What follows belongs to an exercise in optimizing a design on an open flow for small area and a short achievable clock period; a production flow would make more cautious choices.
Function was checked by simulation only, so behaviour that the tests miss may differ from the original.
Power and IR drop assume default switching activity.

==> build 90: inputs <==
==> flow/design.v <==
module Pipeline_Computer#(parameter WIDTH=32)(
	input clk,
	input reset,
	input [3:0] debug_reg_select,
	output [31:0] debug_reg_out,
	output [31:0] PCFetch,
	input [31:0] Instr,
	output [31:0] DataAdr,
	output [31:0] WriteData,
	output MemWrite,
	input [31:0] ReadData
);
reg  [31:0] PC;
reg  [31:0] InstrD;
reg  [31:0] PCPlus4D;
reg  [31:0] RD1E;           
reg  [31:0] RD2E;           
reg  [31:0] ImmE;           
reg  [3:0]  WA3E;
reg  [1:0]  shtE;
reg  [4:0]  shamtE;
reg         useImmE, useRD2E;
reg         fA_M, fA_W, fA_R, fB_M, fB_W, fB_R;
reg         BranchE, RegWriteE, MemWriteE, MemtoRegE, PCSrcE, FlagWriteE;
reg  [3:0]  CondE;
reg         addE, subE, orrE, movE;
reg  [31:0] ALUOutM, WriteDataM;
reg  [3:0]  WA3M;
reg         PCSrcM, RegWriteM, MemWriteM, MemtoRegM;
reg  [31:0] ResultW;
reg  [3:0]  WA3W;
reg         PCSrcW, RegWriteW;
reg         Zf, Zc;
wire [31:0] PCPlus4F = PC + 32'd4;
assign PCFetch = PC;
wire [1:0] OpD    = InstrD[27:26];
wire [5:0] FunctD = InstrD[25:20];
wire [3:0] cmdD   = InstrD[24:21];
wire [3:0] RnD    = InstrD[19:16];
wire [3:0] RdD    = InstrD[15:12];
wire [3:0] RmD    = InstrD[3:0];
wire op00 = (OpD == 2'b00);
wire op01 = (OpD == 2'b01);
wire op10 = (OpD == 2'b10);
wire cADD = (cmdD == 4'b0100);
wire cSUB = (cmdD == 4'b0010);
wire cAND = (cmdD == 4'b0000);
wire cORR = (cmdD == 4'b1100);
wire cMOV = (cmdD == 4'b1101);
wire cCMP = (cmdD == 4'b1010);
wire cBX  = (cmdD == 4'b1001);
wire RegWriteD  = (op00 & (cADD | cSUB | cAND | cORR | cMOV)) | (op01 & FunctD[0]) | (op10 & FunctD[5] & FunctD[4]);
wire FlagWriteD = op00 & (cADD | cSUB | cAND | cORR | cCMP);
wire BranchD    = (op00 & cBX) | op10;
wire MemWriteD  = op01 & ~FunctD[0];
wire MemtoRegD  = op01 & FunctD[0];
wire ALUSrcD    = op01 | op10;
wire addD = op01 | op10 | (op00 & cADD);
wire subD = op00 & (cSUB | cCMP);
wire orrD = op00 & cORR;
wire movD = op00 & (cMOV | cBX);
wire RegSrc0 = op10 & FunctD[5];
wire RegSrc1 = (op01 & ~FunctD[0]) | (op10 & FunctD[5] & FunctD[4]);
wire PCSrcD = (RdD == 4'd15) & (FunctD != 6'b001001) & RegWriteD;
wire L = InstrD[24] & InstrD[27] & ~InstrD[26];
wire [3:0] RA1D = RegSrc0 ? 4'd15 : RnD;
wire [3:0] RA2D = RegSrc1 ? RdD : RmD;
wire [7:0]  imm8 = InstrD[7:0];
wire [4:0]  rot  = {InstrD[11:8], 1'b0};
wire [63:0] rotx = {24'd0, imm8, 24'd0, imm8} >> rot;
wire [31:0] rotimm = rotx[31:0];
wire [31:0] ImmD = op01 ? {20'd0, InstrD[11:0]} :
                   op10 ? {{6{InstrD[23]}}, InstrD[23:0], 2'b00} : rotimm;
wire        wen  = RegWriteW | L;
wire [3:0]  wdst = L ? 4'd14 : WA3W;
wire [31:0] wdat = (L ? PCPlus4D : ResultW) & {32{~reset}};
wire [31:0] rf [0:15];
genvar gi;
generate
	for (gi = 0; gi < 15; gi = gi + 1) begin : regs
		reg [31:0] q;
		always @(posedge clk)
			if (reset | (wen & (wdst == gi)))
				q <= wdat;
		assign rf[gi] = q;
	end
endgenerate
assign rf[15] = PCPlus4F;
wire [31:0] RD1 = rf[RA1D];
wire [31:0] RD2 = rf[RA2D];
assign debug_reg_out = rf[debug_reg_select];
wire CondEx;
wire BranchTakenE = BranchE & CondEx;
wire LDRstall   = MemtoRegE & ((RA1D == WA3E) | (RA2D == WA3E));
wire PCWrPending = PCSrcD | PCSrcE | PCSrcM;
wire StallF = LDRstall ^ PCWrPending;
wire StallD = LDRstall;
wire FlushD = PCWrPending ^ PCSrcW ^ BranchTakenE;
wire FlushE = LDRstall ^ BranchTakenE;
wire flE = reset | FlushE;
wire [3:0] nRA1E = flE ? 4'd0 : RA1D;
wire [3:0] nRA2E = flE ? 4'd0 : RA2D;
wire [3:0] nWA3M = reset ? 4'd0 : WA3E;
wire [3:0] nWA3W = reset ? 4'd0 : WA3M;
wire nRWM = ~reset & RegWriteE & CondEx;
wire nRWW = ~reset & RegWriteM;
wire nAM = nRWM & (nRA1E == nWA3M);
wire nAW = ~nAM & nRWW & (nRA1E == nWA3W);
wire nBM = nRWM & (nRA2E == nWA3M);
wire nBW = ~nBM & nRWW & (nRA2E == nWA3W);
assign CondEx = (CondE == 4'd0)  ? Zc  :
                (CondE == 4'd1)  ? ~Zc :
                (CondE == 4'd12) ? ~Zc :
                (CondE == 4'd13) ? Zc  :
                (CondE == 4'd3) | (CondE == 4'd5) | (CondE == 4'd7) | (CondE == 4'd9) |
                (CondE == 4'd10) | (CondE == 4'd14);
wire [31:0] SrcA = ({32{fA_M}} & ALUOutM) | ({32{fA_W}} & ResultW) | ({32{fA_R}} & RD1E);
wire [31:0] SrcB = ({32{fB_M}} & ALUOutM) | ({32{fB_W}} & ResultW) | ({32{fB_R}} & RD2E);
wire [63:0] shr = {(shtE[1] ? (shtE[0] ? SrcB : {32{SrcB[31]}}) : 32'd0), SrcB} >> shamtE;
wire [31:0] shifted = (shtE == 2'b00) ? SrcB << shamtE : shr[31:0];
wire [31:0] opB = useImmE ? ImmE : useRD2E ? RD2E : shifted;
wire [31:0] sum = SrcA + (opB ^ {32{subE}}) + {31'd0, subE};
wire [31:0] ALUResultE = (addE | subE) ? sum :
                         orrE ? (SrcA | opB) :
                         movE ? opB : (SrcA & opB);
wire Z_OUT = ~|ALUResultE;
wire [31:0] PCnext = BranchTakenE ? ALUResultE : (PCSrcW ? ResultW : PCPlus4F);
always @(posedge clk) begin
	if (reset) PC <= 32'd0;
	else if (~StallF) PC <= PCnext;
	if (reset | FlushD) InstrD <= 32'd0;
	else if (~StallD) InstrD <= Instr;
	if (~StallD) PCPlus4D <= PCPlus4F;
	RD1E <= RD1;
	ImmE <= ImmD;
	RD2E   <= flE ? 32'd0 : RD2;
	WA3E   <= flE ? 4'd0 : RdD;
	shtE   <= flE ? 2'd0 : InstrD[6:5];
	shamtE <= flE ? 5'd0 : InstrD[11:7];
	useImmE <= ~reset & (ALUSrcD | (~FlushE & InstrD[25] & ~cBX));
	useRD2E <= ~reset & ~ALUSrcD & ~FlushE & cBX;
	fA_M <= nAM;
	fA_W <= nAW;
	fA_R <= ~flE & ~nAM & ~nAW;
	fB_M <= nBM;
	fB_W <= nBW;
	fB_R <= ~nBM & ~nBW;
	BranchE    <= ~reset & BranchD;
	RegWriteE  <= ~reset & RegWriteD & ~op10 & (FunctD != 6'b000010);
	MemWriteE  <= ~reset & MemWriteD;
	MemtoRegE  <= ~reset & MemtoRegD;
	PCSrcE     <= ~reset & PCSrcD;
	FlagWriteE <= ~reset & FlagWriteD;
	CondE      <= reset ? 4'd0 : InstrD[31:28];
	addE <= ~reset & addD;
	subE <= ~reset & subD;
	orrE <= ~reset & orrD;
	movE <= ~reset & movD;
	if (reset) begin
		Zf <= 1'b0;
		Zc <= 1'b0;
	end else if (FlagWriteE) begin
		Zf <= Z_OUT;
		Zc <= Zf;
	end
	ALUOutM    <= reset ? 32'd0 : ALUResultE;
	WriteDataM <= reset ? 32'd0 : RD2E;
	WA3M       <= nWA3M;
	PCSrcM     <= ~reset & PCSrcE & CondEx;
	RegWriteM  <= nRWM;
	MemWriteM  <= ~reset & MemWriteE & CondEx;
	MemtoRegM  <= ~reset & MemtoRegE;
	ResultW   <= MemtoRegM ? ReadData : ALUOutM;
	WA3W      <= nWA3W;
	PCSrcW    <= ~reset & PCSrcM;
	RegWriteW <= nRWW;
end
assign DataAdr   = ALUOutM;
assign WriteData = WriteDataM;
assign MemWrite  = MemWriteM;
endmodule
==> flow/run.sh <==
#!/bin/bash
# synth_recipe.tcl (not shown) runs the flow's synth.tcl, then flattens the netlist and writes it again
# the make line also repeats each setting of config.mk as NAME=value (left out here)
make -C /OpenROAD-flow-scripts/flow DESIGN_CONFIG=/design/flow/config.mk WORK_HOME=/design/flow/orfs CLKGATE_MAP_FILE= SYNTH_SCRIPT=/design/flow/synth_recipe.tcl finish
==> flow/config.mk <==
export PLATFORM = sky130hd
export DESIGN_NAME = Pipeline_Computer
export DESIGN_NICKNAME = Pipeline_Computer
export VERILOG_FILES = /design/flow/design.v
export SDC_FILE = /design/flow/constraint.sdc
export NUM_CORES = 4
export LEC_CHECK = 0
export CAP_MARGIN = 20
export CORE_MARGIN = 2
export CORE_UTILIZATION = 40
export PLACE_DENSITY = 0.6
export SLEW_MARGIN = 20
==> flow/constraint.sdc <==
create_clock -name core_clock -period 10.0 [get_ports {clk}]
set_input_delay 2.0000 -clock core_clock [delete_from_list [all_inputs] [get_ports {clk}]]
set_output_delay 2.0000 -clock core_clock [all_outputs]
set_load 0.01 [all_outputs]
==> build 4: changes against build 90 <==
--- a/flow/design.v
+++ b/flow/design.v
@@ -19,7 +19,7 @@
 reg  [3:0]  WA3E;
 reg  [1:0]  shtE;
 reg  [4:0]  shamtE;
-reg         useImmE, useRD2E;
+reg         useImmE, useRD2E, ALUSrcE;
 reg         fA_M, fA_W, fA_R, fB_M, fB_W, fB_R;
 reg         BranchE, RegWriteE, MemWriteE, MemtoRegE, PCSrcE, FlagWriteE;
 reg  [3:0]  CondE;
@@ -123,8 +123,15 @@
 wire [31:0] ALUResultE = (addE | subE) ? sum :
                          orrE ? (SrcA | opB) :
                          movE ? opB : (SrcA & opB);
-wire Z_OUT = ~|ALUResultE;
-wire [31:0] PCnext = BranchTakenE ? ALUResultE : (PCSrcW ? ResultW : PCPlus4F);
+wire [31:0] zX = SrcA;
+wire [31:0] zY = opB ^ {32{subE}};
+wire [31:0] zP = zX ^ zY;
+wire [31:0] zK = zX | zY;
+wire zArith = &(zP ~^ {zK[30:0], subE});
+wire zLogic = ~|(orrE ? (SrcA | opB) : movE ? opB : (SrcA & opB));
+wire Z_OUT = (addE | subE) ? zArith : zLogic;
+wire [31:0] BranchTarget = ALUSrcE ? sum : opB;
+wire [31:0] PCnext = BranchTakenE ? BranchTarget : (PCSrcW ? ResultW : PCPlus4F);
 always @(posedge clk) begin
 	if (reset) PC <= 32'd0;
 	else if (~StallF) PC <= PCnext;
@@ -139,6 +146,7 @@
 	shamtE <= flE ? 5'd0 : InstrD[11:7];
 	useImmE <= ~reset & (ALUSrcD | (~FlushE & InstrD[25] & ~cBX));
 	useRD2E <= ~reset & ~ALUSrcD & ~FlushE & cBX;
+	ALUSrcE <= ~reset & ALUSrcD;
 	fA_M <= nAM;
 	fA_W <= nAW;
 	fA_R <= ~flE & ~nAM & ~nAW;
==> flow/flow/run.sh (new file) <==
#!/bin/bash
# Own layout flow: the standard flow (standard.sh) with two changes:
#  - synthesis maps with flow/abc_speed.script instead of ORFS's abc_speed.script
#    (everything else in synthesis is the standard script, so registers keep
#    their standard names and cells);
#  - the port buffers that global placement inserts are buf_2 cells.
set -euo pipefail
W=$PWD
PORTBUF="BUFFER_PORTS_ARGS=-buffer_cell sky130_fd_sc_hd__buf_2"

# ORFS scripts with only the ABC mapping script replaced, used for synthesis only
rm -rf "$W/synth_scripts"
cp -r "$FLOW_HOME/scripts" "$W/synth_scripts"
cp "$W/flow/abc_speed.script" "$W/synth_scripts/abc_speed.script"

bash standard.sh "SCRIPTS_DIR=$W/synth_scripts" "$PORTBUF" synth > "$W/synth.log" 2>&1
bash standard.sh "$PORTBUF" > "$W/layout.log" 2>&1
test -f "$W/out/final.def"
==> flow/flow/abc_speed.script (new file) <==
&get -n
&st
&dch
&nf -R 1000
&put
buffer -c
topo
stime -c
upsize -c
dnsize -c
==> flow/standard.sh (new file) <==
#!/bin/bash
# synth_recipe.tcl (not shown) runs the flow's synth.tcl, then flattens the netlist and writes it again
# the make line also repeats each setting of config.mk as NAME=value (left out here)
make -C /OpenROAD-flow-scripts/flow DESIGN_CONFIG=/design/flow/config.mk WORK_HOME=/design/flow/orfs CLKGATE_MAP_FILE= SYNTH_SCRIPT=/design/flow/synth_recipe.tcl "${@:-finish}"
- CORE_UTILIZATION: 40 -> 56
- PLACE_DENSITY: 0.6 -> 0.68
- SETUP_SLACK_MARGIN: default -> 4.5
- TNS_END_PERCENT: default -> 5
removed: flow/run.sh
==> build 54: changes against build 90 <==
--- a/flow/design.v
+++ b/flow/design.v
@@ -19,7 +19,7 @@
 reg  [3:0]  WA3E;
 reg  [1:0]  shtE;
 reg  [4:0]  shamtE;
-reg         useImmE, useRD2E;
+reg         useImmE, useRD2E, ALUSrcE;
 reg         fA_M, fA_W, fA_R, fB_M, fB_W, fB_R;
 reg         BranchE, RegWriteE, MemWriteE, MemtoRegE, PCSrcE, FlagWriteE;
 reg  [3:0]  CondE;
@@ -123,8 +123,16 @@
 wire [31:0] ALUResultE = (addE | subE) ? sum :
                          orrE ? (SrcA | opB) :
                          movE ? opB : (SrcA & opB);
-wire Z_OUT = ~|ALUResultE;
-wire [31:0] PCnext = BranchTakenE ? ALUResultE : (PCSrcW ? ResultW : PCPlus4F);
+wire [31:0] zX = SrcA;
+wire [31:0] zY = opB ^ {32{subE}};
+wire [31:0] zP = zX ^ zY;
+wire [31:0] zK = zX | zY;
+wire zArith = &(zP ~^ {zK[30:0], subE});
+wire zLogic = ~|(orrE ? (SrcA | opB) : movE ? opB : (SrcA & opB));
+wire Z_OUT = (addE | subE) ? zArith : zLogic;
+wire [31:0] BranchSum = SrcA + ImmE;
+wire [31:0] BranchTarget = ALUSrcE ? BranchSum : (useRD2E ? RD2E : SrcB);
+wire [31:0] PCnext = BranchTakenE ? BranchTarget : (PCSrcW ? ResultW : PCPlus4F);
 always @(posedge clk) begin
 	if (reset) PC <= 32'd0;
 	else if (~StallF) PC <= PCnext;
@@ -139,6 +147,7 @@
 	shamtE <= flE ? 5'd0 : InstrD[11:7];
 	useImmE <= ~reset & (ALUSrcD | (~FlushE & InstrD[25] & ~cBX));
 	useRD2E <= ~reset & ~ALUSrcD & ~FlushE & cBX;
+	ALUSrcE <= ~reset & ALUSrcD;
 	fA_M <= nAM;
 	fA_W <= nAW;
 	fA_R <= ~flE & ~nAM & ~nAW;
==> flow/flow/run.sh (new file) <==
#!/bin/bash
# Own layout flow: the standard flow (standard.sh) with two changes:
#  - synthesis maps with flow/abc_speed.script instead of ORFS's abc_speed.script
#    (everything else in synthesis is the standard script, so registers keep
#    their standard names and cells);
#  - the port buffers that global placement inserts are buf_2 cells.
set -euo pipefail
W=$PWD
PORTBUF="BUFFER_PORTS_ARGS=-buffer_cell sky130_fd_sc_hd__buf_2"

# ORFS scripts with only the ABC mapping script replaced, used for synthesis only
rm -rf "$W/synth_scripts"
cp -r "$FLOW_HOME/scripts" "$W/synth_scripts"
cp "$W/flow/abc_speed.script" "$W/synth_scripts/abc_speed.script"

bash standard.sh "SCRIPTS_DIR=$W/synth_scripts" "$PORTBUF" synth > "$W/synth.log" 2>&1
bash standard.sh "$PORTBUF" > "$W/layout.log" 2>&1
test -f "$W/out/final.def"
==> flow/flow/abc_speed.script (new file) <==
&get -n
&st
&dch
&nf
&put
buffer -c
topo
stime -c
upsize -c
dnsize -c
==> flow/standard.sh (new file) <==
#!/bin/bash
# synth_recipe.tcl (not shown) runs the flow's synth.tcl, then flattens the netlist and writes it again
# the make line also repeats each setting of config.mk as NAME=value (left out here)
make -C /OpenROAD-flow-scripts/flow DESIGN_CONFIG=/design/flow/config.mk WORK_HOME=/design/flow/orfs CLKGATE_MAP_FILE= SYNTH_SCRIPT=/design/flow/synth_recipe.tcl "${@:-finish}"
- CORE_UTILIZATION: 40 -> 60
- PLACE_DENSITY: 0.6 -> 0.7
- SETUP_SLACK_MARGIN: default -> 4.5
removed: flow/run.sh
==> build 69: changes against build 90 <==
--- a/flow/design.v
+++ b/flow/design.v
@@ -19,7 +19,7 @@
 reg  [3:0]  WA3E;
 reg  [1:0]  shtE;
 reg  [4:0]  shamtE;
-reg         useImmE, useRD2E;
+reg         useImmE, useRD2E, ALUSrcE;
 reg         fA_M, fA_W, fA_R, fB_M, fB_W, fB_R;
 reg         BranchE, RegWriteE, MemWriteE, MemtoRegE, PCSrcE, FlagWriteE;
 reg  [3:0]  CondE;
@@ -123,8 +123,16 @@
 wire [31:0] ALUResultE = (addE | subE) ? sum :
                          orrE ? (SrcA | opB) :
                          movE ? opB : (SrcA & opB);
-wire Z_OUT = ~|ALUResultE;
-wire [31:0] PCnext = BranchTakenE ? ALUResultE : (PCSrcW ? ResultW : PCPlus4F);
+wire [31:0] zX = SrcA;
+wire [31:0] zY = opB ^ {32{subE}};
+wire [31:0] zP = zX ^ zY;
+wire [31:0] zK = zX | zY;
+wire zArith = &(zP ~^ {zK[30:0], subE});
+wire zLogic = ~|(orrE ? (SrcA | opB) : movE ? opB : (SrcA & opB));
+wire Z_OUT = (addE | subE) ? zArith : zLogic;
+wire [31:0] BranchSum = SrcA + ImmE;
+wire [31:0] BranchTarget = ALUSrcE ? BranchSum : (useRD2E ? RD2E : SrcB);
+wire [31:0] PCnext = BranchTakenE ? BranchTarget : (PCSrcW ? ResultW : PCPlus4F);
 always @(posedge clk) begin
 	if (reset) PC <= 32'd0;
 	else if (~StallF) PC <= PCnext;
@@ -139,6 +147,7 @@
 	shamtE <= flE ? 5'd0 : InstrD[11:7];
 	useImmE <= ~reset & (ALUSrcD | (~FlushE & InstrD[25] & ~cBX));
 	useRD2E <= ~reset & ~ALUSrcD & ~FlushE & cBX;
+	ALUSrcE <= ~reset & ALUSrcD;
 	fA_M <= nAM;
 	fA_W <= nAW;
 	fA_R <= ~flE & ~nAM & ~nAW;
==> flow/flow/run.sh (new file) <==
#!/bin/bash
# Own layout flow: the standard flow (standard.sh) with two changes:
#  - synthesis maps with flow/abc_speed.script instead of ORFS's abc_speed.script
#    (everything else in synthesis is the standard script, so registers keep
#    their standard names and cells);
#  - the port buffers that global placement inserts are buf_2 cells.
set -euo pipefail
W=$PWD
PORTBUF="BUFFER_PORTS_ARGS=-buffer_cell sky130_fd_sc_hd__buf_2"

# ORFS scripts with only the ABC mapping script replaced, used for synthesis only
rm -rf "$W/synth_scripts"
cp -r "$FLOW_HOME/scripts" "$W/synth_scripts"
cp "$W/flow/abc_speed.script" "$W/synth_scripts/abc_speed.script"

bash standard.sh "SCRIPTS_DIR=$W/synth_scripts" "$PORTBUF" synth > "$W/synth.log" 2>&1
bash standard.sh "$PORTBUF" > "$W/layout.log" 2>&1
test -f "$W/out/final.def"
==> flow/flow/abc_speed.script (new file) <==
&get -n
&st
&dch
&nf -R 1000
&put
buffer -c
topo
stime -c
upsize -c
dnsize -c
==> flow/standard.sh (new file) <==
#!/bin/bash
# synth_recipe.tcl (not shown) runs the flow's synth.tcl, then flattens the netlist and writes it again
# the make line also repeats each setting of config.mk as NAME=value (left out here)
make -C /OpenROAD-flow-scripts/flow DESIGN_CONFIG=/design/flow/config.mk WORK_HOME=/design/flow/orfs CLKGATE_MAP_FILE= SYNTH_SCRIPT=/design/flow/synth_recipe.tcl "${@:-finish}"
- CORE_UTILIZATION: 40 -> 45
- PLACE_DENSITY: 0.6 -> 0.55
- SETUP_SLACK_MARGIN: default -> 4.5
removed: flow/run.sh
==> comparison <==
Build 54 completed with no timing, DRC or antenna violations. Build 90 went through all stages and came out clean. Build 69 produced a clean layout. Build 4 passed the timing, DRC and antenna checks.
Of build 54 and build 69, build 69 has the higher synthesized cell count (gap about 5.4%, measured against build 69).
First-iteration DRC count: build 54 > build 4 > build 69 > build 90.
Setup slack: build 54 > build 69 > build 4 > build 90.
Via count, lowest first: build 4, build 69, build 90, build 54.
In build 90 the die area is higher than in build 4, by about 47%.
Combinational power: build 90 < build 4 < build 54 < build 69.
Between build 69 and build 90, the lower fmax is in build 90 (gap about 35%, measured against build 90).
Clock-buffer cell count, highest first: build 90, build 4, build 54, build 69.
In build 4 the register-to-register slack is worse than in build 69, by 0.48 ns.

==> afterwards: timing with drivers on the ports <==
Ports are ideal in the flow. The routed layouts listed here were re-timed in OpenROAD. Step 1: set_driving_cell puts a clkbuf_16 on clk and a buf_2 on each other input, an assumption about the parent block. Step 2 adds t to the input delays and takes it off the output delays; t is the mean of the earliest and latest rising clock arrival at the registers after step 1. Input paths then give back, and output paths get back, about the clock's delay inside the block. Three values: ideal, step 1, step 2; two values: the first two.
run	t (ns)	slack for setup (ns)	worst hold slack (ns)	worst setup path after step 2	clock arrival spread, ns
build 90	0.782	1.967 / 1.907 / 1.907	0.465 / 0.465 / 0.465	input to output	0.029 / 0.029
build 4	0.741	3.733 / 3.733 / 3.733	0.462 / 0.462 / 0.462	register to register	0.060 / 0.060
build 54	0.758	4.101 / 3.975 / 3.975	0.462 / 0.462 / 0.462	input to output	0.058 / 0.059
build 69	0.768	4.027 / 3.989 / 3.989	0.462 / 0.462 / 0.462	input to output	0.037 / 0.037
After both steps setup and hold are still met in every run listed. The setup slack of build 54, which loses most, moves by -0.126 ns with the drivers and by -0.126 ns with both steps.
